What follows belongs to an exercise in optimizing a design on an open flow for small area and a short achievable clock period; a production flow would make more cautious choices. In this exercise RTL edits were held to simulation tests only and were not proved equivalent to the original.

==> v39 <==
==> flow/design.v (excerpt) <==
module fixed_point_alu (
    input clk,
    input rst,
    input [1:0] op,
    input signed [15:0] a,
    input signed [15:0] b,
    output signed [23:0] out,
    output overflow
);
    wire sub = op[0];
    wire [16:0] bx = {b[15], b} ^ {17{sub}};
    wire [17:0] acy;
    wire [16:0] addsub;
    assign acy[0] = sub;
    genvar ai;
    generate for (ai = 0; ai < 17; ai = ai + 1) begin : asum
        wire xa = (ai == 16) ? a[15] : a[ai];
        assign addsub[ai] = xa ^ bx[ai] ^ acy[ai];
        assign acy[ai+1] = (xa & bx[ai]) | (xa & acy[ai]) | (bx[ai] & acy[ai]);
    end endgenerate
    wire [16:0] bb = {b, 1'b0};
    wire [16:0] ax = {a[15], a};
    wire [17:0] ax2 = {a[15], a, 1'b0};
    wire bone0 = bb[1] ^ bb[0];
    wire btwo0 = (bb[2] & ~bb[1] & ~bb[0]) | (~bb[2] & bb[1] & bb[0]);
    wire bneg0 = bb[2];
    wire [16:0] bpp0 = ({17{bone0}} & ax | {17{btwo0}} & ax2[16:0]) ^ {17{bneg0}};
    wire bone1 = bb[3] ^ bb[2];
    wire btwo1 = (bb[4] & ~bb[3] & ~bb[2]) | (~bb[4] & bb[3] & bb[2]);
    wire bneg1 = bb[4];
    wire [16:0] bpp1 = ({17{bone1}} & ax | {17{btwo1}} & ax2[16:0]) ^ {17{bneg1}};
    wire bone2 = bb[5] ^ bb[4];
    wire btwo2 = (bb[6] & ~bb[5] & ~bb[4]) | (~bb[6] & bb[5] & bb[4]);
    wire bneg2 = bb[6];
    wire [16:0] bpp2 = ({17{bone2}} & ax | {17{btwo2}} & ax2[16:0]) ^ {17{bneg2}};
    wire bone3 = bb[7] ^ bb[6];
    wire btwo3 = (bb[8] & ~bb[7] & ~bb[6]) | (~bb[8] & bb[7] & bb[6]);
    wire bneg3 = bb[8];
    wire [16:0] bpp3 = ({17{bone3}} & ax | {17{btwo3}} & ax2[16:0]) ^ {17{bneg3}};
    wire bone4 = bb[9] ^ bb[8];
    wire btwo4 = (bb[10] & ~bb[9] & ~bb[8]) | (~bb[10] & bb[9] & bb[8]);
    wire bneg4 = bb[10];
    wire [16:0] bpp4 = ({17{bone4}} & ax | {17{btwo4}} & ax2[16:0]) ^ {17{bneg4}};
    wire bone5 = bb[11] ^ bb[10];
    wire btwo5 = (bb[12] & ~bb[11] & ~bb[10]) | (~bb[12] & bb[11] & bb[10]);
    wire bneg5 = bb[12];
    wire [16:0] bpp5 = ({17{bone5}} & ax | {17{btwo5}} & ax2[16:0]) ^ {17{bneg5}};
  ...
clock: 60.0 ns
lec_check: 0
abc_area: 1
cap_margin: 20
core_margin: 2
core_utilization: 40
slew_margin: 20
standard.sh (not shown) runs the stock make flow with config.mk's settings and CLKGATE_MAP_FILE= SYNTH_SCRIPT=/design/flow/synth_recipe.tcl, a recipe that flattens the netlist after the stock synthesis.
==> flow/flow/run.sh <==
#!/bin/bash
# The standard layout (standard.sh), with timing repair asked for more setup
# slack than the clock needs, so that it sizes up the critical paths.
export SETUP_SLACK_MARGIN=23
export BUFFER_PORTS_ARGS="-buffer_cell sky130_fd_sc_hd__buf_2"
bash standard.sh > standard.log 2>&1
==> v15 (differences from v39) <==
==> flow/flow/run.sh (replaced) <==
#!/bin/bash
# Standard layout, with timing repair asked for more setup slack than the
# clock needs, so that the critical paths get sized up.
export SETUP_SLACK_MARGIN=30
bash standard.sh > standard.log 2>&1
==> reports/results.txt <==
First-pass GRT wire length: 127 mm
Cell family with most CP delay: buffers and inverters
Slowest-stage cell, CP: o21ai_0
Total track usage: 28.3%
Status: no timing/DRC/antenna violations
First-pass iteration count of the detailed router: 7
Fin cells: 4,420
# the run above: v15

==> reports/results.txt <==
Synth top cells by count: nand2_1, inv_1, xor2_1
Worst Setup EP: out[4]
Tightest Pin Transition: 904 ps
Fin cells: 3,983
Cell family with most CP delay: compound AO/OA/AOI/OAI gates
Status: no timing/DRC/antenna violations
Fraction of area in multi-input gates: 79.4%
First-pass GRT wire length: 113 mm
Slowest-stage cell, CP: fa_1
Total track usage: 25.0%
# the run above: v39


---

==> run H <==
fixed_point_alu, a different RTL version from the one above (not shown whole).
export LEC_CHECK = 0
export ABC_AREA = 1
export CAP_MARGIN = 20
export CORE_MARGIN = 2
export CORE_UTILIZATION = 40
export SLEW_MARGIN = 20
create_clock -name core_clock -period 60.0 [get_ports {clk}]
run.sh (not shown) runs the stock make flow with config.mk's settings and CLKGATE_MAP_FILE= SYNTH_SCRIPT=/design/flow/synth_recipe.tcl, a recipe that flattens the netlist after the stock synthesis.
Stock flow here: none of the scripts above is used.
==> run B (differences from run H) <==
--- a/flow/design.v
+++ b/flow/design.v
@@ -354,49 +354,49 @@
     wire [14:0] d1_rem12 = {3'd0, d1_rn12[11:0]};
     wire [12:0] d1_p11 = {d1_rem12[11:0], N[11]};
     wire [13:0] d1_r11_t = {1'b0, d1_p11} + {1'b1, E[12:0]} + cin;
     assign q1[11] = (&E[15:13]) & ~d1_r11_t[13];
     wire [12:0] d1_rn11 = q1[11] ? d1_r11_t[12:0] : d1_p11;
     wire [14:0] d1_rem11 = {2'd0, d1_rn11[12:0]};
-    wire [13:0] d1_p10 = {d1_rem11[12:0], N[10]};
-    wire [14:0] d1_r10_t = {1'b0, d1_p10} + {1'b1, E[13:0]} + cin;
-    assign q1[10] = (&E[15:14]) & ~d1_r10_t[14];
-    wire [13:0] d1_rn10 = q1[10] ? d1_r10_t[13:0] : d1_p10;
-    wire [14:0] d1_rem10 = {1'd0, d1_rn10[13:0]};
     reg [1:0] op_r;
     reg [23:0] res_r;   
     reg [14:0] e_r;     
     reg cin_r, a15_r;
-    reg [4:0] remh_r;   
-    reg [1:0] n_r;     
+    reg [3:0] remh_r;   
+    reg [2:0] n_r;     
     always @(posedge clk or posedge rst) begin
         if (rst) begin
             op_r <= 2'd0;
             res_r <= 24'd0;
         end else begin
             op_r <= op;
             case (op)
                 2'b00, 2'b01: res_r <= {{7{addsub[16]}}, addsub};
                 2'b10: res_r <= prod[31:8];
-                default: res_r <= {q1[23:10], d1_rem10[9:0]};
+                default: res_r <= {q1[23:11], d1_rem11[10:0]};
             endcase
         end
     end
     always @(posedge clk) begin
         e_r <= E[14:0];
         cin_r <= cin;
         a15_r <= a[15];
-        n_r <= na[1:0];
-        remh_r <= d1_rem10[14:10];
+        n_r <= na[2:0];
+        remh_r <= d1_rem11[14:11];
     end
     wire [15:0] E2 = {1'b1, e_r};
-    wire [14:0] rem2 = {remh_r, res_r[9:0]};
-    wire [23:0] N2 = {14'd0, n_r, 8'd0};
+    wire [14:0] rem2 = {remh_r, res_r[10:0]};
+    wire [23:0] N2 = {13'd0, n_r, 8'd0};
     wire [23:0] q;
-    assign q[23:10] = res_r[23:10];
-    wire [14:0] d2_p9 = {rem2[13:0], N2[9]};
+    assign q[23:11] = res_r[23:11];
+    wire [13:0] d2_p10 = {rem2[12:0], N2[10]};
+    wire [14:0] d2_r10_t = {1'b0, d2_p10} + {1'b1, E2[13:0]} + cin_r;
+    assign q[10] = (&E2[15:14]) & ~d2_r10_t[14];
+    wire [13:0] d2_rn10 = q[10] ? d2_r10_t[13:0] : d2_p10;
+    wire [14:0] d2_rem10 = {1'd0, d2_rn10[13:0]};
+    wire [14:0] d2_p9 = {d2_rem10[13:0], N2[9]};
     wire [15:0] d2_r9_t = {1'b0, d2_p9} + {1'b1, E2[14:0]} + cin_r;
     assign q[9] = (&E2[15:15]) & ~d2_r9_t[15];
     wire [14:0] d2_rn9 = q[9] ? d2_r9_t[14:0] : d2_p9;
     wire [14:0] d2_rem9 = d2_rn9[14:0];
     wire [15:0] d2_p8 = {d2_rem9[14:0], N2[8]};
     wire [16:0] d2_r8_t = {1'b0, d2_p8} + {1'b1, E2[15:0]} + cin_r;
==> notes.md <==
metric	run B	run H
Run status	no timing/DRC/antenna violations	no timing/DRC/antenna violations
Type of the worst setup path	flip-flop to primary output	input pin to flip-flop
Number of clock buffers in the layout	5	6
Placement Setup Slack	20.32 ns	19.37 ns
Number of cells produced by synthesis	3232	3207
Fraction of final layout cells sized beyond drive strength 1	4.14%	4.32%
Wire length on met3	3.75 mm	4.99 mm
Hpwl dp	56.6 mm	54.8 mm
Final Wtd Congestion	0.938	0.944
Cell Area, Placed	0.0230 mm2	0.0228 mm2
Via density	5.45	5.41
Highest metal layer used by the detailed router	met4	met5
NonClk Buf Share	3.95%	4.30%
Maximum fanout encountered on the critical timing path	27	25
Met2 Use GR	42.5%	40.2%
Critical Path Max Stage Delay	0.63 ns	0.60 ns
Stages on worst setup path	143	164

---

==> trial 7: inputs <==
Another version of the RTL of fixed_point_alu (not shown whole).
Settings: LEC_CHECK=0, ABC_AREA=1, CAP_MARGIN=20, CORE_MARGIN=2, CORE_UTILIZATION=40, SLEW_MARGIN=20; clock period 60.0 ns.
standard.sh (not shown) runs the stock make flow with config.mk's settings and CLKGATE_MAP_FILE= SYNTH_SCRIPT=/design/flow/synth_recipe.tcl, a recipe that flattens the netlist after the stock synthesis.
==> flow/flow/run.sh <==
#!/bin/bash
# The standard layout (standard.sh), with timing repair asked for more setup
# slack than the clock needs, so that it sizes up the critical paths.
export SETUP_SLACK_MARGIN=33
export BUFFER_PORTS_ARGS="-buffer_cell sky130_fd_sc_hd__buf_2"
bash standard.sh > standard.log 2>&1
==> trial 66: changes against trial 7 <==
--- a/flow/flow/run.sh
+++ b/flow/flow/run.sh
@@ -3,3 +3,3 @@
 # slack than the clock needs, so that it sizes up the critical paths.
-export SETUP_SLACK_MARGIN=33
+export SETUP_SLACK_MARGIN=0
 export BUFFER_PORTS_ARGS="-buffer_cell sky130_fd_sc_hd__buf_2"
--- a/flow/config.mk
+++ b/flow/config.mk
@@ -10,3 +10,3 @@
 export CORE_MARGIN = 2
-export CORE_UTILIZATION = 40
+export CORE_UTILIZATION = 55
 export SLEW_MARGIN = 20
==> notes.md <==
PostCTS Resize Cnt 0; GRT Util Overall 34.8%; initial antenna violation count 4; status finished clean; Area Overhead vs Synth -0.551%; inverters 555; most frequent cells in the layout nand2_1, inv_1, nand3_1; Register Area 1130 um2; nets 4,189
[end of results for trial 66]
==> notes.md <==
inverters 557; GRT Util Overall 24.1%; Area Overhead vs Synth 11.2%; status finished clean; most frequent cells in the layout nand2_1, inv_1, nand3_1; initial antenna violation count 1; Register Area 1140 um2; PostCTS Resize Cnt 50; Post-Route WL 81,900 um; nets 4,338
[end of results for trial 7]

static timing again, ports no longer ideal:
The results above use ideal ports. As a check the final layouts listed here were re-extracted and re-timed, cells and wires unchanged. Step 1, drivers: a clkbuf_16 drives clk and a buf_2 each remaining input, both assumed. Step 2 times the ports against the registers' clock, not the clock port: input delays grow and output delays shrink by t, the midpoint of the rising clock arrivals with the driver on. Three values: ideal ports, drivers, drivers and shift; two values: the first two.
| run | t, ns | setup WS [ns] | worst data-port slew with drivers (ns) | cell pins on the clock port's net |
|---|---|---|---|---|
| v39 | 0.325 | 24.941 / 24.899 / 24.983 | 0.05 | 1 |
| v15 | 0.330 | 27.617 / 27.573 / 27.903 | 0.20 | 1 |
| run H | 0.326 | 19.369 / 19.385 / 19.059 | 0.04 | 1 |
| run B | 0.329 | 19.781 / 19.741 / 20.070 | 0.04 | 1 |
| trial 7 | 0.341 | 34.058 / 34.069 / 33.740 | 0.04 | 1 |
| trial 66 | 0.349 | 30.212 / 30.164 / 30.200 | 0.03 | 1 |
After both steps every run listed still meets setup and hold. For trial 7, which loses most, drivers alone change the setup slack by +0.011 ns; drivers and shift together by -0.318 ns.
